Source: an optimization exercise on an open RTL-to-GDS flow (aim: small area and a short achievable clock period). Production flows keep margins and buffers that such runs may drop. For this run, only the layout was checked, not whether the RTL still works. No activity file was given, so power comes from the tool's default toggle rates.

File: design.v
package PSL_pkg;
    localparam j_bit_width   = 6;   
    localparam h_bit_width   = 6;   
    localparam i_bit_width   = 6;   
    localparam RNG_bit_width = 32;  
endpackage : PSL_pkg
`timescale 1ns / 1ps
module lfsr_bit_n (rst, q, c, d);
input rst, q, c;
output d;
assign d = ~((rst | q) & c);
endmodule
module lfsr_bit_p (nrst, q, b, d);
input nrst, q, b;
output d;
assign d = (nrst & q) | b;
endmodule
module wbit_n (ld, ldn, w, q, d);
input ld, ldn, w, q;
output d;
assign d = ~((ld | q) & (ldn | w));
endmodule
module wbit_p (ld, ldn, w, q, d);
input ld, ldn, w, q;
output d;
assign d = (ld | q) & (ldn | w);
endmodule
`timescale 1ns / 1ps
module LUT_bias (rn, base, q, hk, le, lt, tinf);
input  [31:0] rn;
output [4:0]  base;
output [5:0]  q;
output        hk, le, lt, tinf;
wire [31:0] r = ~rn;
wire [31:0] th;
assign th[0] = r[31];
assign th[1] = th[0] & r[30];
assign th[2] = th[1] & r[29];
assign th[3] = th[2] & r[28];
assign th[4] = th[3] & r[27];
assign th[5] = th[4] & r[26];
assign th[6] = th[5] & r[25];
assign th[7] = th[6] & r[24];
assign th[8] = th[7] & r[23];
assign th[9] = th[8] & r[22];
assign th[10] = th[9] & r[21];
assign th[11] = th[10] & r[20];
assign th[12] = th[11] & r[19];
assign th[13] = th[12] & r[18];
assign th[14] = th[13] & r[17];
assign th[15] = th[14] & r[16];
assign th[16] = th[15] & r[15];
assign th[17] = th[16] & r[14];
assign th[18] = th[17] & r[13];
assign th[19] = th[18] & r[12];
assign th[20] = th[19] & r[11];
assign th[21] = th[20] & r[10];
assign th[22] = th[21] & r[9];
assign th[23] = th[22] & r[8];
assign th[24] = th[23] & r[7];
assign th[25] = th[24] & r[6];
assign th[26] = th[25] & r[5];
assign th[27] = th[26] & r[4];
assign th[28] = th[27] & r[3];
assign th[29] = th[28] & r[2];
assign th[30] = th[29] & r[1];
assign th[31] = th[30] & r[0];
wire [32:0] oh;
assign oh[0] = ~r[31];
assign oh[1] = th[0] & ~r[30];
assign oh[2] = th[1] & ~r[29];
assign oh[3] = th[2] & ~r[28];
assign oh[4] = th[3] & ~r[27];
assign oh[5] = th[4] & ~r[26];
assign oh[6] = th[5] & ~r[25];
assign oh[7] = th[6] & ~r[24];
assign oh[8] = th[7] & ~r[23];
assign oh[9] = th[8] & ~r[22];
assign oh[10] = th[9] & ~r[21];
assign oh[11] = th[10] & ~r[20];
assign oh[12] = th[11] & ~r[19];
assign oh[13] = th[12] & ~r[18];
assign oh[14] = th[13] & ~r[17];
assign oh[15] = th[14] & ~r[16];
assign oh[16] = th[15] & ~r[15];
assign oh[17] = th[16] & ~r[14];
assign oh[18] = th[17] & ~r[13];
assign oh[19] = th[18] & ~r[12];
assign oh[20] = th[19] & ~r[11];
assign oh[21] = th[20] & ~r[10];
assign oh[22] = th[21] & ~r[9];
assign oh[23] = th[22] & ~r[8];
assign oh[24] = th[23] & ~r[7];
assign oh[25] = th[24] & ~r[6];
assign oh[26] = th[25] & ~r[5];
assign oh[27] = th[26] & ~r[4];
assign oh[28] = th[27] & ~r[3];
assign oh[29] = th[28] & ~r[2];
assign oh[30] = th[29] & ~r[1];
assign oh[31] = th[30] & ~r[0];
assign oh[32] = th[31];
wire [31:0] lsel;
assign lsel[0] = oh[1] | oh[10] | oh[17] | oh[20] | oh[23] | oh[25] | oh[28] | oh[30] | th[31];
assign lsel[1] = oh[1] | oh[4] | oh[11] | oh[14] | oh[17] | oh[21] | oh[24] | oh[25] | oh[28] | th[30];
assign lsel[2] = oh[1] | oh[3] | oh[8] | oh[15] | oh[18] | oh[20] | oh[21] | oh[23] | oh[24] | oh[25] | oh[28] | th[29];
assign lsel[3] = oh[1] | oh[5] | oh[7] | oh[10] | oh[12] | oh[14] | oh[15] | oh[17] | oh[20] | oh[21] | oh[23] | oh[24] | oh[25] | oh[27] | th[28];
assign lsel[4] = oh[3] | oh[5] | oh[7] | oh[10] | oh[14] | oh[18] | oh[21] | oh[23] | oh[25] | th[27];
assign lsel[5] = oh[1] | oh[4] | oh[5] | oh[17] | oh[25] | th[26];
assign lsel[6] = oh[3] | oh[4] | oh[5] | oh[8] | oh[11] | oh[12] | oh[14] | oh[15] | oh[17] | oh[21] | oh[24] | th[25];
assign lsel[7] = oh[1] | oh[3] | oh[4] | oh[7] | oh[11] | oh[12] | oh[15] | oh[17] | oh[21] | th[24];
assign lsel[8] = oh[1] | oh[4] | oh[5] | oh[10] | oh[11] | oh[12] | oh[15] | th[23];
assign lsel[9] = oh[1] | oh[3] | oh[10] | oh[14] | oh[15] | oh[18] | oh[20] | oh[21] | th[22];
assign lsel[10] = oh[1] | oh[4] | oh[8] | oh[11] | oh[14] | oh[15] | th[21];
assign lsel[11] = oh[3] | oh[10] | oh[12] | oh[17] | oh[18] | th[20];
assign lsel[12] = oh[8] | oh[17] | oh[18] | th[19];
assign lsel[13] = oh[1] | oh[3] | oh[4] | oh[7] | oh[8] | oh[12] | oh[15] | th[18];
assign lsel[14] = oh[3] | oh[4] | oh[5] | oh[7] | oh[8] | oh[10] | oh[12] | oh[15] | th[17];
assign lsel[15] = oh[1] | oh[3] | oh[4] | oh[8] | oh[12] | oh[15] | th[16];
assign lsel[16] = oh[3] | oh[4] | oh[5] | oh[7] | oh[8] | oh[12] | oh[14] | th[15];
assign lsel[17] = oh[1] | oh[3] | oh[4] | oh[11] | oh[12] | th[14];
assign lsel[18] = oh[1] | oh[5] | oh[8] | oh[10] | oh[12] | th[13];
assign lsel[19] = oh[3] | oh[4] | oh[7] | oh[8] | oh[11] | th[12];
assign lsel[20] = oh[3] | oh[4] | oh[8] | th[11];
assign lsel[21] = oh[1] | oh[3] | oh[5] | th[10];
assign lsel[22] = oh[3] | oh[4] | oh[5] | oh[7] | oh[8] | th[9];
assign lsel[23] = oh[4] | th[8];
assign lsel[24] = oh[1] | oh[3] | oh[4] | oh[5] | th[7];
assign lsel[25] = oh[1] | oh[4] | oh[5] | th[6];
assign lsel[26] = th[5];
assign lsel[27] = oh[1] | th[4];
assign lsel[28] = oh[1] | th[3];
assign lsel[29] = oh[1] | th[2];
assign lsel[30] = th[1];
assign lsel[31] = th[0];
wire [31:0] cg0, ce0;
cmp_leaf cl0 (.a(lsel[0]), .bn(rn[0]), .g(cg0[0]), .e(ce0[0]));
cmp_leaf cl1 (.a(lsel[1]), .bn(rn[1]), .g(cg0[1]), .e(ce0[1]));
cmp_leaf cl2 (.a(lsel[2]), .bn(rn[2]), .g(cg0[2]), .e(ce0[2]));
cmp_leaf cl3 (.a(lsel[3]), .bn(rn[3]), .g(cg0[3]), .e(ce0[3]));
cmp_leaf cl4 (.a(lsel[4]), .bn(rn[4]), .g(cg0[4]), .e(ce0[4]));
cmp_leaf cl5 (.a(lsel[5]), .bn(rn[5]), .g(cg0[5]), .e(ce0[5]));
cmp_leaf cl6 (.a(lsel[6]), .bn(rn[6]), .g(cg0[6]), .e(ce0[6]));
cmp_leaf cl7 (.a(lsel[7]), .bn(rn[7]), .g(cg0[7]), .e(ce0[7]));
cmp_leaf cl8 (.a(lsel[8]), .bn(rn[8]), .g(cg0[8]), .e(ce0[8]));
cmp_leaf cl9 (.a(lsel[9]), .bn(rn[9]), .g(cg0[9]), .e(ce0[9]));
cmp_leaf cl10 (.a(lsel[10]), .bn(rn[10]), .g(cg0[10]), .e(ce0[10]));
cmp_leaf cl11 (.a(lsel[11]), .bn(rn[11]), .g(cg0[11]), .e(ce0[11]));
cmp_leaf cl12 (.a(lsel[12]), .bn(rn[12]), .g(cg0[12]), .e(ce0[12]));
cmp_leaf cl13 (.a(lsel[13]), .bn(rn[13]), .g(cg0[13]), .e(ce0[13]));
cmp_leaf cl14 (.a(lsel[14]), .bn(rn[14]), .g(cg0[14]), .e(ce0[14]));
cmp_leaf cl15 (.a(lsel[15]), .bn(rn[15]), .g(cg0[15]), .e(ce0[15]));
cmp_leaf cl16 (.a(lsel[16]), .bn(rn[16]), .g(cg0[16]), .e(ce0[16]));
cmp_leaf cl17 (.a(lsel[17]), .bn(rn[17]), .g(cg0[17]), .e(ce0[17]));
cmp_leaf cl18 (.a(lsel[18]), .bn(rn[18]), .g(cg0[18]), .e(ce0[18]));
cmp_leaf cl19 (.a(lsel[19]), .bn(rn[19]), .g(cg0[19]), .e(ce0[19]));
cmp_leaf cl20 (.a(lsel[20]), .bn(rn[20]), .g(cg0[20]), .e(ce0[20]));
cmp_leaf cl21 (.a(lsel[21]), .bn(rn[21]), .g(cg0[21]), .e(ce0[21]));
cmp_leaf cl22 (.a(lsel[22]), .bn(rn[22]), .g(cg0[22]), .e(ce0[22]));
cmp_leaf cl23 (.a(lsel[23]), .bn(rn[23]), .g(cg0[23]), .e(ce0[23]));
cmp_leaf cl24 (.a(lsel[24]), .bn(rn[24]), .g(cg0[24]), .e(ce0[24]));
cmp_leaf cl25 (.a(lsel[25]), .bn(rn[25]), .g(cg0[25]), .e(ce0[25]));
cmp_leaf cl26 (.a(lsel[26]), .bn(rn[26]), .g(cg0[26]), .e(ce0[26]));
cmp_leaf cl27 (.a(lsel[27]), .bn(rn[27]), .g(cg0[27]), .e(ce0[27]));
cmp_leaf cl28 (.a(lsel[28]), .bn(rn[28]), .g(cg0[28]), .e(ce0[28]));
cmp_leaf cl29 (.a(lsel[29]), .bn(rn[29]), .g(cg0[29]), .e(ce0[29]));
cmp_leaf cl30 (.a(lsel[30]), .bn(rn[30]), .g(cg0[30]), .e(ce0[30]));
cmp_leaf cl31 (.a(lsel[31]), .bn(rn[31]), .g(cg0[31]), .e(ce0[31]));
wire c1_0g, c1_0e;
cmp_node_p nc1_0 (.gh(cg0[1]), .eh(ce0[1]), .gl(cg0[0]), .el(ce0[0]), .g(c1_0g), .e(c1_0e));
wire c1_1g, c1_1e;
cmp_node_p nc1_1 (.gh(cg0[3]), .eh(ce0[3]), .gl(cg0[2]), .el(ce0[2]), .g(c1_1g), .e(c1_1e));
wire c1_2g, c1_2e;
cmp_node_p nc1_2 (.gh(cg0[5]), .eh(ce0[5]), .gl(cg0[4]), .el(ce0[4]), .g(c1_2g), .e(c1_2e));
wire c1_3g, c1_3e;
cmp_node_p nc1_3 (.gh(cg0[7]), .eh(ce0[7]), .gl(cg0[6]), .el(ce0[6]), .g(c1_3g), .e(c1_3e));
wire c1_4g, c1_4e;
cmp_node_p nc1_4 (.gh(cg0[9]), .eh(ce0[9]), .gl(cg0[8]), .el(ce0[8]), .g(c1_4g), .e(c1_4e));
wire c1_5g, c1_5e;
cmp_node_p nc1_5 (.gh(cg0[11]), .eh(ce0[11]), .gl(cg0[10]), .el(ce0[10]), .g(c1_5g), .e(c1_5e));
wire c1_6g, c1_6e;
cmp_node_p nc1_6 (.gh(cg0[13]), .eh(ce0[13]), .gl(cg0[12]), .el(ce0[12]), .g(c1_6g), .e(c1_6e));
wire c1_7g, c1_7e;
cmp_node_p nc1_7 (.gh(cg0[15]), .eh(ce0[15]), .gl(cg0[14]), .el(ce0[14]), .g(c1_7g), .e(c1_7e));
wire c1_8g, c1_8e;
cmp_node_p nc1_8 (.gh(cg0[17]), .eh(ce0[17]), .gl(cg0[16]), .el(ce0[16]), .g(c1_8g), .e(c1_8e));
wire c1_9g, c1_9e;
cmp_node_p nc1_9 (.gh(cg0[19]), .eh(ce0[19]), .gl(cg0[18]), .el(ce0[18]), .g(c1_9g), .e(c1_9e));
wire c1_10g, c1_10e;
cmp_node_p nc1_10 (.gh(cg0[21]), .eh(ce0[21]), .gl(cg0[20]), .el(ce0[20]), .g(c1_10g), .e(c1_10e));
wire c1_11g, c1_11e;
cmp_node_p nc1_11 (.gh(cg0[23]), .eh(ce0[23]), .gl(cg0[22]), .el(ce0[22]), .g(c1_11g), .e(c1_11e));
wire c1_12g, c1_12e;
cmp_node_p nc1_12 (.gh(cg0[25]), .eh(ce0[25]), .gl(cg0[24]), .el(ce0[24]), .g(c1_12g), .e(c1_12e));
wire c1_13g, c1_13e;
cmp_node_p nc1_13 (.gh(cg0[27]), .eh(ce0[27]), .gl(cg0[26]), .el(ce0[26]), .g(c1_13g), .e(c1_13e));
wire c1_14g, c1_14e;
cmp_node_p nc1_14 (.gh(cg0[29]), .eh(ce0[29]), .gl(cg0[28]), .el(ce0[28]), .g(c1_14g), .e(c1_14e));
wire c1_15g, c1_15e;
cmp_node_p nc1_15 (.gh(cg0[31]), .eh(ce0[31]), .gl(cg0[30]), .el(ce0[30]), .g(c1_15g), .e(c1_15e));
wire c2_0g, c2_0e;
cmp_node_n nc2_0 (.gh(c1_1g), .eh(c1_1e), .gl(c1_0g), .el(c1_0e), .g(c2_0g), .e(c2_0e));
wire c2_1g, c2_1e;
cmp_node_n nc2_1 (.gh(c1_3g), .eh(c1_3e), .gl(c1_2g), .el(c1_2e), .g(c2_1g), .e(c2_1e));
wire c2_2g, c2_2e;
cmp_node_n nc2_2 (.gh(c1_5g), .eh(c1_5e), .gl(c1_4g), .el(c1_4e), .g(c2_2g), .e(c2_2e));
wire c2_3g, c2_3e;
cmp_node_n nc2_3 (.gh(c1_7g), .eh(c1_7e), .gl(c1_6g), .el(c1_6e), .g(c2_3g), .e(c2_3e));
wire c2_4g, c2_4e;
cmp_node_n nc2_4 (.gh(c1_9g), .eh(c1_9e), .gl(c1_8g), .el(c1_8e), .g(c2_4g), .e(c2_4e));
wire c2_5g, c2_5e;
cmp_node_n nc2_5 (.gh(c1_11g), .eh(c1_11e), .gl(c1_10g), .el(c1_10e), .g(c2_5g), .e(c2_5e));
wire c2_6g, c2_6e;
cmp_node_n nc2_6 (.gh(c1_13g), .eh(c1_13e), .gl(c1_12g), .el(c1_12e), .g(c2_6g), .e(c2_6e));
wire c2_7g, c2_7e;
cmp_node_n nc2_7 (.gh(c1_15g), .eh(c1_15e), .gl(c1_14g), .el(c1_14e), .g(c2_7g), .e(c2_7e));
wire c3_0g, c3_0e;
cmp_node_p nc3_0 (.gh(c2_1g), .eh(c2_1e), .gl(c2_0g), .el(c2_0e), .g(c3_0g), .e(c3_0e));
wire c3_1g, c3_1e;
cmp_node_p nc3_1 (.gh(c2_3g), .eh(c2_3e), .gl(c2_2g), .el(c2_2e), .g(c3_1g), .e(c3_1e));
wire c3_2g, c3_2e;
cmp_node_p nc3_2 (.gh(c2_5g), .eh(c2_5e), .gl(c2_4g), .el(c2_4e), .g(c3_2g), .e(c3_2e));
wire c3_3g, c3_3e;
cmp_node_p nc3_3 (.gh(c2_7g), .eh(c2_7e), .gl(c2_6g), .el(c2_6e), .g(c3_3g), .e(c3_3e));
wire c4_0g, c4_0e;
cmp_node_n nc4_0 (.gh(c3_1g), .eh(c3_1e), .gl(c3_0g), .el(c3_0e), .g(c4_0g), .e(c4_0e));
wire c4_1g, c4_1e;
cmp_node_n nc4_1 (.gh(c3_3g), .eh(c3_3e), .gl(c3_2g), .el(c3_2e), .g(c4_1g), .e(c4_1e));
wire c5_0g, c5_0e;
cmp_node_p nc5_0 (.gh(c4_1g), .eh(c4_1e), .gl(c4_0g), .el(c4_0e), .g(c5_0g), .e(c5_0e));
assign le = c5_0g;
assign lt = c5_0g & c5_0e;
assign hk = oh[1] | oh[3] | oh[4] | oh[5] | oh[7] | oh[8] | oh[10] | oh[11] | oh[12] | oh[14] | oh[15] | oh[17] | oh[18] | oh[20] | oh[21] | oh[23] | oh[24] | oh[25] | oh[27] | oh[28] | oh[30];
assign tinf = oh[32];
wire [5:0] mb;
assign mb[0] = oh[1] | oh[3] | oh[5] | oh[7] | oh[9] | oh[11] | oh[13] | oh[15] | oh[17] | oh[19] | oh[21] | oh[23] | oh[25] | oh[27] | oh[29] | oh[31];
assign mb[1] = oh[2] | oh[3] | oh[6] | oh[7] | oh[10] | oh[11] | oh[14] | oh[15] | oh[18] | oh[19] | oh[22] | oh[23] | oh[26] | oh[27] | oh[30] | oh[31];
assign mb[2] = oh[4] | oh[5] | oh[6] | oh[7] | oh[12] | oh[13] | oh[14] | oh[15] | oh[20] | oh[21] | oh[22] | oh[23] | oh[28] | oh[29] | oh[30] | oh[31];
assign mb[3] = oh[8] | oh[9] | oh[10] | oh[11] | oh[12] | oh[13] | oh[14] | oh[15] | oh[24] | oh[25] | oh[26] | oh[27] | oh[28] | oh[29] | oh[30] | oh[31];
assign mb[4] = oh[16] | oh[17] | oh[18] | oh[19] | oh[20] | oh[21] | oh[22] | oh[23] | oh[24] | oh[25] | oh[26] | oh[27] | oh[28] | oh[29] | oh[30] | oh[31];
assign mb[5] = oh[32];
t_base tb (.mb(mb), .base(base), .q(q));
endmodule
module t_base (mb, base, q);
input [5:0] mb;
output reg [4:0] base;
output reg [5:0] q;
always @* begin
  case (mb)
    6'd0: begin base = 5'd0; q = 6'd32; end
    6'd1: begin base = 5'd1; q = 6'd31; end
    6'd2: begin base = 5'd2; q = 6'd30; end
    6'd3: begin base = 5'd2; q = 6'd30; end
    6'd4: begin base = 5'd3; q = 6'd29; end
    6'd5: begin base = 5'd4; q = 6'd28; end
    6'd6: begin base = 5'd5; q = 6'd27; end
    6'd7: begin base = 5'd5; q = 6'd27; end
    6'd8: begin base = 5'd6; q = 6'd26; end
    6'd9: begin base = 5'd7; q = 6'd25; end
    6'd10: begin base = 5'd7; q = 6'd25; end
    6'd11: begin base = 5'd8; q = 6'd24; end
    6'd12: begin base = 5'd9; q = 6'd23; end
    6'd13: begin base = 5'd10; q = 6'd22; end
    6'd14: begin base = 5'd10; q = 6'd22; end
    6'd15: begin base = 5'd11; q = 6'd21; end
    6'd16: begin base = 5'd12; q = 6'd20; end
    6'd17: begin base = 5'd12; q = 6'd20; end
    6'd18: begin base = 5'd13; q = 6'd19; end
    6'd19: begin base = 5'd14; q = 6'd18; end
    6'd20: begin base = 5'd14; q = 6'd18; end
    6'd21: begin base = 5'd15; q = 6'd17; end
    6'd22: begin base = 5'd16; q = 6'd16; end
    6'd23: begin base = 5'd16; q = 6'd16; end
    6'd24: begin base = 5'd17; q = 6'd15; end
    6'd25: begin base = 5'd18; q = 6'd14; end
    6'd26: begin base = 5'd19; q = 6'd13; end
    6'd27: begin base = 5'd19; q = 6'd13; end
    6'd28: begin base = 5'd20; q = 6'd12; end
    6'd29: begin base = 5'd21; q = 6'd11; end
    6'd30: begin base = 5'd21; q = 6'd11; end
    6'd31: begin base = 5'd22; q = 6'd10; end
    6'd32: begin base = 5'd22; q = 6'd10; end
    default: begin base = 5'd0; q = 6'd32; end
  endcase
end
endmodule
module cmp_leaf (a, bn, g, e);
input a, bn;
output g, e;
assign g = a & bn;
assign e = a ^ bn;
endmodule
module cmp_node_p (gh, eh, gl, el, g, e);
input gh, eh, gl, el;
output g, e;
assign g = ~(gh | (eh & gl));
assign e = ~(eh & el);
endmodule
module cmp_node_n (gh, eh, gl, el, g, e);
input gh, eh, gl, el;
output g, e;
assign g = ~(gh & (eh | gl));
assign e = ~(eh | el);
endmodule
`timescale 1ns / 1ps
module weight (s_in, h_n, J_n, U);
input  [5:0]  s_in;        
input  [5:0]  h_n;         
input  [35:0] J_n;         
output [8:0]  U;
wire t0_1 = ~(J_n[1] ^ s_in[0]);
wire t0_2 = ~(J_n[2] ^ s_in[0]);
wire t0_3 = ~(J_n[3] ^ s_in[0]);
wire t0_4 = ~(J_n[4] ^ s_in[0]);
wire t0_5 = J_n[5] ^ s_in[0];
wire c0 = ~(J_n[0] | s_in[0]);
wire t1_1 = ~(J_n[7] ^ s_in[1]);
wire t1_2 = ~(J_n[8] ^ s_in[1]);
wire t1_3 = ~(J_n[9] ^ s_in[1]);
wire t1_4 = ~(J_n[10] ^ s_in[1]);
wire t1_5 = J_n[11] ^ s_in[1];
wire c1 = ~(J_n[6] | s_in[1]);
wire t2_1 = ~(J_n[13] ^ s_in[2]);
wire t2_2 = ~(J_n[14] ^ s_in[2]);
wire t2_3 = ~(J_n[15] ^ s_in[2]);
wire t2_4 = ~(J_n[16] ^ s_in[2]);
wire t2_5 = J_n[17] ^ s_in[2];
wire c2 = ~(J_n[12] | s_in[2]);
wire t3_1 = ~(J_n[19] ^ s_in[3]);
wire t3_2 = ~(J_n[20] ^ s_in[3]);
wire t3_3 = ~(J_n[21] ^ s_in[3]);
wire t3_4 = ~(J_n[22] ^ s_in[3]);
wire t3_5 = J_n[23] ^ s_in[3];
wire c3 = ~(J_n[18] | s_in[3]);
wire t4_1 = ~(J_n[25] ^ s_in[4]);
wire t4_2 = ~(J_n[26] ^ s_in[4]);
wire t4_3 = ~(J_n[27] ^ s_in[4]);
wire t4_4 = ~(J_n[28] ^ s_in[4]);
wire t4_5 = J_n[29] ^ s_in[4];
wire c4 = ~(J_n[24] | s_in[4]);
wire t5_1 = ~(J_n[31] ^ s_in[5]);
wire t5_2 = ~(J_n[32] ^ s_in[5]);
wire t5_3 = ~(J_n[33] ^ s_in[5]);
wire t5_4 = ~(J_n[34] ^ s_in[5]);
wire t5_5 = J_n[35] ^ s_in[5];
wire c5 = ~(J_n[30] | s_in[5]);
wire hb5 = ~h_n[5];
wire fs1, fc1;
fadd fa1 (.a(h_n[1]), .b(c0), .c(c1), .s(fs1), .co(fc1));
wire fs2, fc2;
fadd fa2 (.a(c2), .b(c3), .c(c4), .s(fs2), .co(fc2));
wire hs3, hc3;
hadd ha3 (.a(J_n[0]), .b(J_n[6]), .s(hs3), .co(hc3));
wire fs4, fc4;
fadd fa4 (.a(c5), .b(t0_1), .c(t1_1), .s(fs4), .co(fc4));
wire fs5, fc5;
fadd fa5 (.a(t2_1), .b(t3_1), .c(t4_1), .s(fs5), .co(fc5));
wire fs6, fc6;
fadd fa6 (.a(h_n[2]), .b(t0_2), .c(t1_2), .s(fs6), .co(fc6));
wire fs7, fc7;
fadd fa7 (.a(t2_2), .b(t3_2), .c(t4_2), .s(fs7), .co(fc7));
wire hs8, hc8;
hadd ha8 (.a(t5_2), .b(fc1), .s(hs8), .co(hc8));
wire fs9, fc9;
fadd fa9 (.a(h_n[3]), .b(t0_3), .c(t1_3), .s(fs9), .co(fc9));
wire fs10, fc10;
fadd fa10 (.a(t2_3), .b(t3_3), .c(t4_3), .s(fs10), .co(fc10));
wire fs11, fc11;
fadd fa11 (.a(h_n[4]), .b(t0_4), .c(t1_4), .s(fs11), .co(fc11));
wire hs12, hc12;
hadd ha12 (.a(t2_4), .b(t3_4), .s(hs12), .co(hc12));
wire fs13, fc13;
fadd fa13 (.a(hb5), .b(t0_5), .c(t1_5), .s(fs13), .co(fc13));
wire hs14, hc14;
hadd ha14 (.a(t2_5), .b(t3_5), .s(hs14), .co(hc14));
wire fs15, fc15;
fadd fa15 (.a(J_n[12]), .b(J_n[18]), .c(J_n[24]), .s(fs15), .co(fc15));
wire fs16, fc16;
fadd fa16 (.a(t5_1), .b(hc3), .c(fs1), .s(fs16), .co(fc16));
wire hs17, hc17;
hadd ha17 (.a(fs2), .b(fs4), .s(hs17), .co(hc17));
wire fs18, fc18;
fadd fa18 (.a(fc2), .b(fc4), .c(fc5), .s(fs18), .co(fc18));
wire fs19, fc19;
fadd fa19 (.a(fs6), .b(fs7), .c(hs8), .s(fs19), .co(fc19));
wire fs20, fc20;
fadd fa20 (.a(t5_3), .b(fc6), .c(fc7), .s(fs20), .co(fc20));
wire fs21, fc21;
fadd fa21 (.a(fs9), .b(fs10), .c(hc8), .s(fs21), .co(fc21));
wire fs22, fc22;
fadd fa22 (.a(t4_4), .b(t5_4), .c(hs12), .s(fs22), .co(fc22));
wire fs23, fc23;
fadd fa23 (.a(fc9), .b(fc10), .c(fs11), .s(fs23), .co(fc23));
wire fs24, fc24;
fadd fa24 (.a(t4_5), .b(t5_5), .c(hc12), .s(fs24), .co(fc24));
wire fs25, fc25;
fadd fa25 (.a(hs14), .b(fc11), .c(fs13), .s(fs25), .co(fc25));
wire hs26, hc26;
hadd ha26 (.a(J_n[30]), .b(h_n[0]), .s(hs26), .co(hc26));
wire fs27, fc27;
fadd fa27 (.a(fc15), .b(fs5), .c(hs17), .s(fs27), .co(fc27));
wire fs28, fc28;
fadd fa28 (.a(hc17), .b(fc16), .c(fs18), .s(fs28), .co(fc28));
wire fs29, fc29;
fadd fa29 (.a(fc18), .b(fs20), .c(fc19), .s(fs29), .co(fc29));
wire fs30, fc30;
fadd fa30 (.a(fs22), .b(fc20), .c(fs23), .s(fs30), .co(fc30));
wire fs31, fc31;
fadd fa31 (.a(fc22), .b(fs24), .c(fc23), .s(fs31), .co(fc31));
wire fs32, fc32;
fadd fa32 (.a(hc14), .b(fc13), .c(fc24), .s(fs32), .co(fc32));
wire hs33, hc33;
hadd ha33 (.a(hs26), .b(hs3), .s(hs33), .co(hc33));
wire fs34, fc34;
fadd fa34 (.a(hc26), .b(fs16), .c(fs27), .s(fs34), .co(fc34));
wire fs35, fc35;
fadd fa35 (.a(fs19), .b(fc27), .c(fs28), .s(fs35), .co(fc35));
wire fs36, fc36;
fadd fa36 (.a(fs21), .b(fc28), .c(fs29), .s(fs36), .co(fc36));
wire fs37, fc37;
fadd fa37 (.a(fc21), .b(fs30), .c(fc29), .s(fs37), .co(fc37));
wire fs38, fc38;
fadd fa38 (.a(fs25), .b(fc30), .c(fs31), .s(fs38), .co(fc38));
wire fs39, fc39;
fadd fa39 (.a(fc25), .b(fs32), .c(fc31), .s(fs39), .co(fc39));
wire [8:0] ra = {1'b0, fc39, fc38, fc37, fc36, fc35, fc34, hc33, hs33};
wire [8:0] rb = {1'b0, fc32, fs39, fs38, fs37, fs36, fs35, fs34, fs15};
wire [8:0] g0 = ra & rb;
wire [8:0] x0 = ra ^ rb;
wire [8:0] p0 = x0;
wire g1_1 = g0[1] | (p0[1] & g0[0]);
wire p1_1 = p0[1] & p0[0];
wire g1_2 = g0[2] | (p0[2] & g0[1]);
wire p1_2 = p0[2] & p0[1];
wire g1_3 = g0[3] | (p0[3] & g0[2]);
wire p1_3 = p0[3] & p0[2];
wire g1_4 = g0[4] | (p0[4] & g0[3]);
wire p1_4 = p0[4] & p0[3];
wire g1_5 = g0[5] | (p0[5] & g0[4]);
wire p1_5 = p0[5] & p0[4];
wire g1_6 = g0[6] | (p0[6] & g0[5]);
wire p1_6 = p0[6] & p0[5];
wire g1_7 = g0[7] | (p0[7] & g0[6]);
wire p1_7 = p0[7] & p0[6];
wire g1_8 = g0[8] | (p0[8] & g0[7]);
wire p1_8 = p0[8] & p0[7];
wire g2_2 = g1_2 | (p1_2 & g0[0]);
wire p2_2 = p1_2 & p0[0];
wire g2_3 = g1_3 | (p1_3 & g1_1);
wire p2_3 = p1_3 & p1_1;
wire g2_4 = g1_4 | (p1_4 & g1_2);
wire p2_4 = p1_4 & p1_2;
wire g2_5 = g1_5 | (p1_5 & g1_3);
wire p2_5 = p1_5 & p1_3;
wire g2_6 = g1_6 | (p1_6 & g1_4);
wire p2_6 = p1_6 & p1_4;
wire g2_7 = g1_7 | (p1_7 & g1_5);
wire p2_7 = p1_7 & p1_5;
wire g2_8 = g1_8 | (p1_8 & g1_6);
wire p2_8 = p1_8 & p1_6;
wire g3_4 = g2_4 | (p2_4 & g0[0]);
wire p3_4 = p2_4 & p0[0];
wire g3_5 = g2_5 | (p2_5 & g1_1);
wire p3_5 = p2_5 & p1_1;
wire g3_6 = g2_6 | (p2_6 & g2_2);
wire p3_6 = p2_6 & p2_2;
wire g3_7 = g2_7 | (p2_7 & g2_3);
wire p3_7 = p2_7 & p2_3;
wire g3_8 = g2_8 | (p2_8 & g2_4);
wire p3_8 = p2_8 & p2_4;
wire g4_8 = g3_8 | (p3_8 & g0[0]);
wire p4_8 = p3_8 & p0[0];
assign U[0] = x0[0];
assign U[1] = x0[1] ^ g0[0];
assign U[2] = x0[2] ^ g1_1;
assign U[3] = x0[3] ^ g2_2;
assign U[4] = x0[4] ^ g2_3;
assign U[5] = x0[5] ^ g3_4;
assign U[6] = x0[6] ^ g3_5;
assign U[7] = x0[7] ^ g3_6;
assign U[8] = x0[8] ^ g3_7;
endmodule
module fadd (a, b, c, s, co);
input a, b, c;
output s, co;
assign s = a ^ b ^ c;
assign co = (a & b) | (a & c) | (b & c);
endmodule
module hadd (a, b, s, co);
input a, b;
output s, co;
assign s = a ^ b;
assign co = a & b;
endmodule
`timescale 1ns / 1ps
module pbit (s_in, h_n, J_n, rn, s_new);
input  [5:0]  s_in;
input  [5:0]  h_n;
input  [35:0] J_n;
input  [31:0] rn;     
output        s_new;
wire [8:0] U;
wire [4:0] base;
wire [5:0] q;
wire hk, le, lt, tinf;
weight   w_i (.s_in(s_in), .h_n(h_n), .J_n(J_n), .U(U));
LUT_bias l_i (.rn(rn), .base(base), .q(q), .hk(hk), .le(le), .lt(lt), .tinf(tinf));
wire [4:0] u5 = U[4:0];
wire gtb = u5 > base;
wire eqb = u5 == base;
wire gtq = ~q[5] & (u5 > q[4:0]);
wire eqq = ~q[5] & (u5 == q[4:0]);
wire pos = ~tinf & (U[8] | (U[7] & U[6] & U[5] & (gtb | (eqb & ~(hk & le)))));
wire neg = ~U[8] & U[7] & U[6] & ~U[5] & (gtq | (eqq & hk & lt));
assign s_new = pos | neg;
endmodule
`timescale 1ns / 1ps
import PSL_pkg :: *;
module pbit_lattice (
    input  wire        clk,
    input  wire        rst,         
    input  wire        run,         
    input  wire [31:0] seed_mix,    
    input  wire        cfg_we,      
    input  wire [6:0]  cfg_addr,    
    input  wire [5:0]  cfg_wdata,   
    output wire [26:0] s            
);
localparam L = 3;
localparam N = L*L*L;
localparam [N*RNG_bit_width-1:0] SEEDS = {
        32'h55724a8a,
        32'hafa2d07c,
        32'h1121a14d,
        32'h8fde5639,
        32'h132a29cf,
        32'h27cd95a0,
        32'h26af91d1,
        32'ha71dba49,
        32'h5552da89,
        32'hdab4fcb8,
        32'h093f36eb,
        32'h8eca7365,
        32'h7965c0fe,
        32'h4d317c68,
        32'h022dd18d,
        32'h3c7ba9e3,
        32'h8be9794d,
        32'h3c95ad20,
        32'h819ed6b6,
        32'he7158a80,
        32'h21f64544,
        32'he06c85af,
        32'hbaec4ef7,
        32'h02ff349d,
        32'h4f876aa3,
        32'h9c2b9d9f,
        32'h2ae75e2e
};
reg [2:0] ph;
always @(posedge clk) begin
    if (rst) ph <= 3'b001;
    else ph <= {ph[1:0], ph[2]};
end
reg [j_bit_width-1:0]   Js [0:3*N-1];    
reg [h_bit_width-1:0]   hs [0:N-1];
reg [RNG_bit_width-1:0] rs [0:N-1];
reg [N-1:0]             ss;
wire [4*N-1:0] dec;
genvar a;
generate
for (a = 0; a < 4*N; a = a + 1) begin : gdec
    assign dec[a] = cfg_we && (cfg_addr == a);
end
endgenerate
wire [5:0] wd0 = rst ? 6'd0 : cfg_wdata;
wire [5:0] wd1 = ~wd0;
wire nrst = ~rst;
wire [31:0] rmix1 = {32{rst}} & seed_mix;
wire [31:0] rmix0 = {32{rst}} & ~seed_mix;
wire [31:0] rmixn1 = ~rmix1;    
wire [31:0] rmixn0 = ~rmix0;    
genvar x, y, z, d, b;
generate
for (z = 0; z < L; z = z + 1) begin : gz
  for (y = 0; y < L; y = y + 1) begin : gy
    localparam integer UA  = (L - (y+z)%L) % L;
    localparam integer A   = UA + L*y + L*L*z;
    localparam integer XP  = (UA+1)%L + L*y + L*L*z;
    localparam integer XM  = (UA+L-1)%L + L*y + L*L*z;
    localparam integer YP  = UA + L*((y+1)%L) + L*L*z;
    localparam integer YM  = UA + L*((y+L-1)%L) + L*L*z;
    localparam integer ZP  = UA + L*y + L*L*((z+1)%L);
    localparam integer ZM  = UA + L*y + L*L*((z+L-1)%L);
    wire s_new;
    wire [RNG_bit_width-1:0] r_next;
    pbit unit (
        .s_in({ss[ZM], ss[ZP], ss[YM], ss[YP], ss[XM], ss[XP]}),
        .h_n(hs[A]),
        .J_n({Js[3*ZM+2], Js[3*A+2], Js[3*YM+1], Js[3*A+1], Js[3*XM+0], Js[3*A+0]}),
        .rn(rs[A]), .s_new(s_new));
    wire [RNG_bit_width-1:0] r_a = ~rs[A];
    assign r_next = {r_a[RNG_bit_width-2:0], ~(r_a[31] ^ r_a[21] ^ r_a[1] ^ r_a[0])};
    for (x = 0; x < L; x = x + 1) begin : gu
      localparam integer U   = x;
      localparam integer S   = U + L*y + L*L*z;
      localparam integer SRC = (U+1)%L + L*y + L*L*z;
      localparam integer X0  = (U+1)%L, X1 = (U+2)%L, X2 = U;
      localparam integer I0  = X0 + L*y + L*L*z, I1 = X1 + L*y + L*L*z, I2 = X2 + L*y + L*L*z;
      localparam POL  = (U == (UA+1)%L);
      localparam PSRC = (((U+1)%L) == (UA+1)%L);
      localparam INV  = POL ^ PSRC;
      localparam LPOL  = !POL;
      localparam LPSRC = !PSRC;
      localparam LINV  = LPOL ^ LPSRC;
      localparam [RNG_bit_width-1:0] SEED = SEEDS[S*RNG_bit_width +: RNG_bit_width];
      wire [RNG_bit_width-1:0] rq = (SRC == A) ? (r_next ^ {RNG_bit_width{LPSRC}}) : rs[SRC];
      wire [RNG_bit_width-1:0] rd;
      for (b = 0; b < RNG_bit_width; b = b + 1) begin : gb
        if (LINV) begin : n
          lfsr_bit_n g (.rst(rst), .q(rq[b]), .c((SEED[b] ^ LPOL) ? rmixn0[b] : rmixn1[b]), .d(rd[b]));
        end else begin : p
          lfsr_bit_p g (.nrst(nrst), .q(rq[b]), .b((SEED[b] ^ LPOL) ? rmix0[b] : rmix1[b]), .d(rd[b]));
        end
      end
      always @(posedge clk) rs[S] <= rd;
      always @(posedge clk) begin
          if (rst) ss[S] <= 1'b0;
          else if (SRC == A) ss[S] <= run ? s_new : ss[SRC];
          else ss[S] <= ss[SRC];
      end
      wire hld = rst | (ph[0] & dec[3*N+I0]) | (ph[1] & dec[3*N+I1]) | (ph[2] & dec[3*N+I2]);
      wire [h_bit_width-1:0] hd;
      for (b = 0; b < h_bit_width; b = b + 1) begin : ghb
        if (INV) begin : n
          wbit_n g (.ld(hld), .ldn(~hld), .w(POL ? wd0[b] : wd1[b]), .q(hs[SRC][b]), .d(hd[b]));
        end else begin : p
          wbit_p g (.ld(hld), .ldn(~hld), .w(POL ? wd1[b] : wd0[b]), .q(hs[SRC][b]), .d(hd[b]));
        end
      end
      always @(posedge clk) hs[S] <= hd;
      for (d = 0; d < 3; d = d + 1) begin : gd
        wire jld = rst | (ph[0] & dec[3*I0+d]) | (ph[1] & dec[3*I1+d]) | (ph[2] & dec[3*I2+d]);
        wire [j_bit_width-1:0] jd;
        for (b = 0; b < j_bit_width; b = b + 1) begin : gjb
          if (INV) begin : n
            wbit_n g (.ld(jld), .ldn(~jld), .w(POL ? wd0[b] : wd1[b]), .q(Js[3*SRC+d][b]), .d(jd[b]));
          end else begin : p
            wbit_p g (.ld(jld), .ldn(~jld), .w(POL ? wd1[b] : wd0[b]), .q(Js[3*SRC+d][b]), .d(jd[b]));
          end
        end
        always @(posedge clk) Js[3*S+d] <= jd;
      end
      localparam integer Q0 = x + L*y + L*L*z;
      localparam integer Q1 = (x+L-1)%L + L*y + L*L*z;
      localparam integer Q2 = (x+L-2)%L + L*y + L*L*z;
      assign s[S] = (ph[0] & ss[Q0]) | (ph[1] & ss[Q1]) | (ph[2] & ss[Q2]);
    end
  end
end
endgenerate
endmodule
File: run.sh
#!/bin/bash
# synth_recipe.tcl (not shown) runs the flow's synth.tcl, then flattens the netlist and writes it again
# the make line also repeats each setting of config.mk as NAME=value (left out here)
make -C /OpenROAD-flow-scripts/flow DESIGN_CONFIG=/design/flow/config.mk WORK_HOME=/design/flow/orfs CLKGATE_MAP_FILE= SYNTH_SCRIPT=/design/flow/synth_recipe.tcl finish
File: config.mk
export PLATFORM = sky130hd
export DESIGN_NAME = pbit_lattice
export DESIGN_NICKNAME = pbit_lattice
export VERILOG_FILES = /design/flow/design.v
export SDC_FILE = /design/flow/constraint.sdc
export NUM_CORES = 4
export LEC_CHECK = 0
export ABC_CLOCK_PERIOD_IN_PS = 4000
export CAP_MARGIN = 20
export CORE_MARGIN = 2
export CORE_UTILIZATION = 55
export SETUP_SLACK_MARGIN = 5
export SLEW_MARGIN = 20
export SYNTH_HIERARCHICAL = 1
export SYNTH_MINIMUM_KEEP_SIZE = 0
File: constraint.sdc
create_clock -name core_clock -period 10.0 [get_ports {clk}]
set_input_delay 2.0000 -clock core_clock [delete_from_list [all_inputs] [get_ports {clk}]]
set_output_delay 2.0000 -clock core_clock [all_outputs]
set_load 0.01 [all_outputs]
==> run summary <==
## Yosys cell counts (75+ instances only)
| library cell | number | area, um^2 |
|---|---|---|
| buf_2 | 89 | 445 |
| ha_1 | 576 | 7210 |
| a21oi_1 | 304 | 1520 |
| nand3_1 | 178 | 891 |
| nor3_1 | 147 | 736 |
| nand4_1 | 75 | 469 |
| nand2b_1 | 135 | 845 |
| clkbuf_1 | 132 | 495 |
| fa_1 | 297 | 5950 |
| o21ai_0 | 196 | 981 |
| o22a_1 | 219 | 1920 |
| nand2_1 | 466 | 1750 |
| nor4_1 | 91 | 569 |
| inv_1 | 354 | 1330 |
| o22ai_1 | 462 | 2890 |
| o211ai_1 | 100 | 751 |
| xor2_1 | 81 | 709 |
| a21o_1 | 379 | 2850 |
| a21oi_2 | 198 | 1730 |
| nor2_1 | 559 | 2100 |
| xnor2_1 | 252 | 2210 |
| o21ai_1 | 584 | 2920 |
| o21ai_2 | 110 | 963 |
| dfxtp_1 | 1542 | 30900 |
## sequential cells by signal, indices dropped and copies added (netlist names)
name	count
rs	864
Js	486
hs	162
ss	27
ph	3
## power by group
part	leakage, uW	switching [uW]	internal, uW
combinational	0.0242	15100	13600
sequential	0.0130	688	6790
clock	0.00276	2690	3750
## worst register-to-register path: stages, from the launching register on
cell	delay (ns)
dfxtp_4	0.42
buf_12	0.18
nor2_1	0.08
fa_1	0.40
ha_1	0.33
fa_2	0.36
fa_1	0.46
fa_1	0.51
ha_4	0.30
inv_2	0.04
o21bai_1	0.16
xor2_1	0.10
buf_4	0.16
ha_1	0.23
or4_1	0.50
a21oi_2	0.14
nor4_2	0.06
a221o_1	0.28
mux2i_1	0.14
nor2_1	0.06
## what timing repair did
item	4_1_cts	5_1_grt
setup endpoints to repair	9	9
resized for setup	223	358
buffers inserted	34	87
pin swaps	17	101
cloned	12	22
## per-stage QoR
step | hold slack, ns | area [um^2] | std cells | total power (uW) | setup WS (ns)
final | 0.385 | 95600 | 11100 | 42700 | 4.93
after global routing | 0.398 | 95600 | 11100 | 45700 | 4.78
after global placement | 0.394 | 85800 | 10600 | 30600 | 4.38
after detailed placement | 0.397 | 85800 | 10600 | 31300 | 4.44
after floorplan | 0.389 | 83300 | 8766 | 26100 | 5.00
after CTS | 0.386 | 92800 | 11000 | 38600 | 4.99
## per-layer routing
metal	vias to the layer above	global-route usage, %	part of all wire (%)
met5	-	0	0.056
met4	14	16.4	5.1
met3	845	11.1	12
met2	4289	58.0	42
met1	36300	53.2	41
li1	33000	-	-
## per-module statistics from Yosys, one instance, submodules excluded
module | times used | cells inside
pbit_lattice | 1 | 2313
LUT_bias | 9 | 221
weight | 9 | 84
t_base | 9 | 70
pbit | 9 | 41
fadd | 288 | 1
cmp_leaf | 288 | 1
cmp_node_n | 90 | 2
cmp_node_p | 189 | 2
hadd | 63 | 1
wbit_p | 216 | 1
lfsr_bit_p | 288 | 1
wbit_n | 432 | 1
lfsr_bit_n | 576 | 1
## placed cells by master (no fill, tap or decap), types with 175 or more instances in the layout
cell type,instances
a21o_1,379
a21oi_2,218
o21ai_0,188
o22a_1,219
a21oi_1,273
nor2_1,551
fa_1,262
nand3_1,175
ha_1,544
xnor2_1,190
o22ai_1,460
nand2_1,453
buf_4,191
o21ai_1,589
dfxtp_1,1391
inv_1,338
## path summary, 6_finish.rpt
path / to / startpoint / slack, ns
max: ss[17] / ss[16] / 4.93
min: rs[13][23] / rs[14][23] / 0.38
max reg2reg: ss[17] / ss[16] / 4.93
min reg2reg: rs[13][23] / rs[14][23] / 0.38
## cell type report
cell class	instances	area [um^2]
Clock inverter	77	1200
Timing Repair Buffer	320	3350
Multi-Input combinational cell	6561	51500
Antenna cell	5	12.5
Clock buffer	213	4480
Tap cell	2016	2520
Sequential cell	1542	31100
Fill cell	12500	54500
Inverter	364	1390
## cell families after synthesis
group / Yosys count / synth area share (%)
AOI/OAI and AO/OA: 3095 / 25.3
and+or+nand+nor: 2203 / 14.0
DFF: 1542 / 37.1
adders and majority gates: 873 / 15.8
buffers and inverters: 678 / 3.57
xor gates and xnor gates: 333 / 3.50
muxes: 42 / 0.690
==> flow_summary_export.csv <==
group,metric,value,unit
final_layout,drive_above_1_share,15.8,%
routing,vias,74400,
logic_synthesis,synthDistinctLibCells,92,
setup_path,cp_top_family,"adder cells",
timing,fmax,197,MHz
setup_path,criticalPathCategory,"register to register",
power_and_ir_drop,powerDensity,447,nW/um^2
min_path,holdCritPathClass,"register to register",
min_path,whs_path_depth,1,
clocking,cts-htree-levels,4,
logic_synthesis,ys_ff_latch,1542,
setup_path,critPathArrivalTime,5.75,ns
floorplan,dieHeight,393,um
timing,fin_crit,5.07,ns
floorplan,die_width,393,um
setup_path,critPathMaxStageDelay,0.51,ns
clocking,numCtsBuffers,159,
final_layout,fin_nets,9870,
clocking,path_clk_slew,0.07,ns
logic_synthesis,ys.flop_type,"dfxtp_1",
setup_path,crit_fanout,6,
grt,track_usage,39.1,%
power_and_ir_drop,p_leak,0.0399,uW
timing,rsz0062_at_grt,"true",
timing,slew_viol_final,0,
routing,wire_per_inst,28.7,um
grt,gr-total-overflow,0,
setup_path,path_cells,"buf_12, nor2_1, fa_1, ha_1, fa_2, fa_1, fa_1, ha_4, inv_2, o21bai_1, xor2_1, buf_4, ha_1, or4_1, a21oi_2, nor4_2, a221o_1, mux2i_1, nor2_1",
timing,period_share,50.7,%
logic_synthesis,syn-cell-area,83200,um^2
setup_path,end_kind,"register",
outcome,outcome,"no timing/DRC/antenna violations",
floorplan,initial_core_util,55.4,%
timing,tightestPinTransition,1.24,ns
grt,grt_pass1_wl,452000,um
routing,post_drt_via_cell_ratio,6.71,
routing,drt-initial-drc-count,8925,
logic_synthesis,ys_warn_count,14,
setup_path,worstRegToRegCells,19,
clocking,insertion_delay,0.83,ns
clocking,root_buffer,"clkbuf_16",
routing,drt_first_pass_iters,12,
timing,relSlewSlack,17.6,%
routing,ant_nets,0,
clocking,clk_path_buf_depth,3,
run,cap_viol_max_count,0,
power_and_ir_drop,vdd_drop_max,0.00124,V
logic_synthesis,ys_seq_area_share,37.1,%
floorplan,io_pins,76,
logic_synthesis,synth_fp_nets,9688,
place,gp_routability_congestion,1.05,
logic_synthesis,synth-edff-count,0,
logic_synthesis,synthCells,8766,
logic_synthesis,synthArstFlopShare,0,%
setup_path,crit_top_cell,"fa_1",
timing,final.setup_skew,0.0390,ns
timing,setup_violations,0,
clocking,clkSinkCount,1542,
final_layout,syn_to_final_growth,14.9,%
floorplan,core_area,150000,um^2
setup_path,slowest_stage,"fa_1",
setup_path,worst_ep_required_time,10.68,ns
timing,final_hold_viol_count,0,
clocking,holdBufCountCts,0,
timing,setup_tns,0,ns
place,portBuffers,75,
setup_path,cp-start-kind,"register",
logic_synthesis,syn_avg_cell_area,9.49,um^2
floorplan,rows,142,
grt,grt_pass1_vias,70100,
place,place_hpwl,225000,um
routing,drc,0,
routing,wirelength,319000,um
setup_path,cp.depth,19,
grt,grt_start_max_net_pins,154,
setup_path,cp.buffers_inverters,3,
final_layout,fin_util,63.7,%
floorplan,dieArea,154000,um^2
clocking,tritoncts,"yes",
grt,antenna_found_initial,11,

==> separate check: timing with driven ports <==
Ports are ideal in the flow. The routed layout listed here was re-timed in OpenROAD. Step 1, drivers: a clkbuf_16 drives clk and a buf_2 each remaining input, both assumed. Step 2 adds t to the input delays and takes it off the output delays; t is the mean of the earliest and latest rising clock arrival at the registers after step 1. Input paths then give back, and output paths get back, about the clock's delay inside the block. Three values: no drivers, after step 1, after step 2; two values: the first two.
t (ns): 0.894
slack for setup (ns): 4.931 / 4.931 / 4.324
worst data-port slew with drivers (ns): 0.12
pins driven straight from the clock port: 1
After both steps setup and hold are still met in this run. The setup slack of this run moves by 0.000 ns with the drivers and by -0.607 ns with both steps.
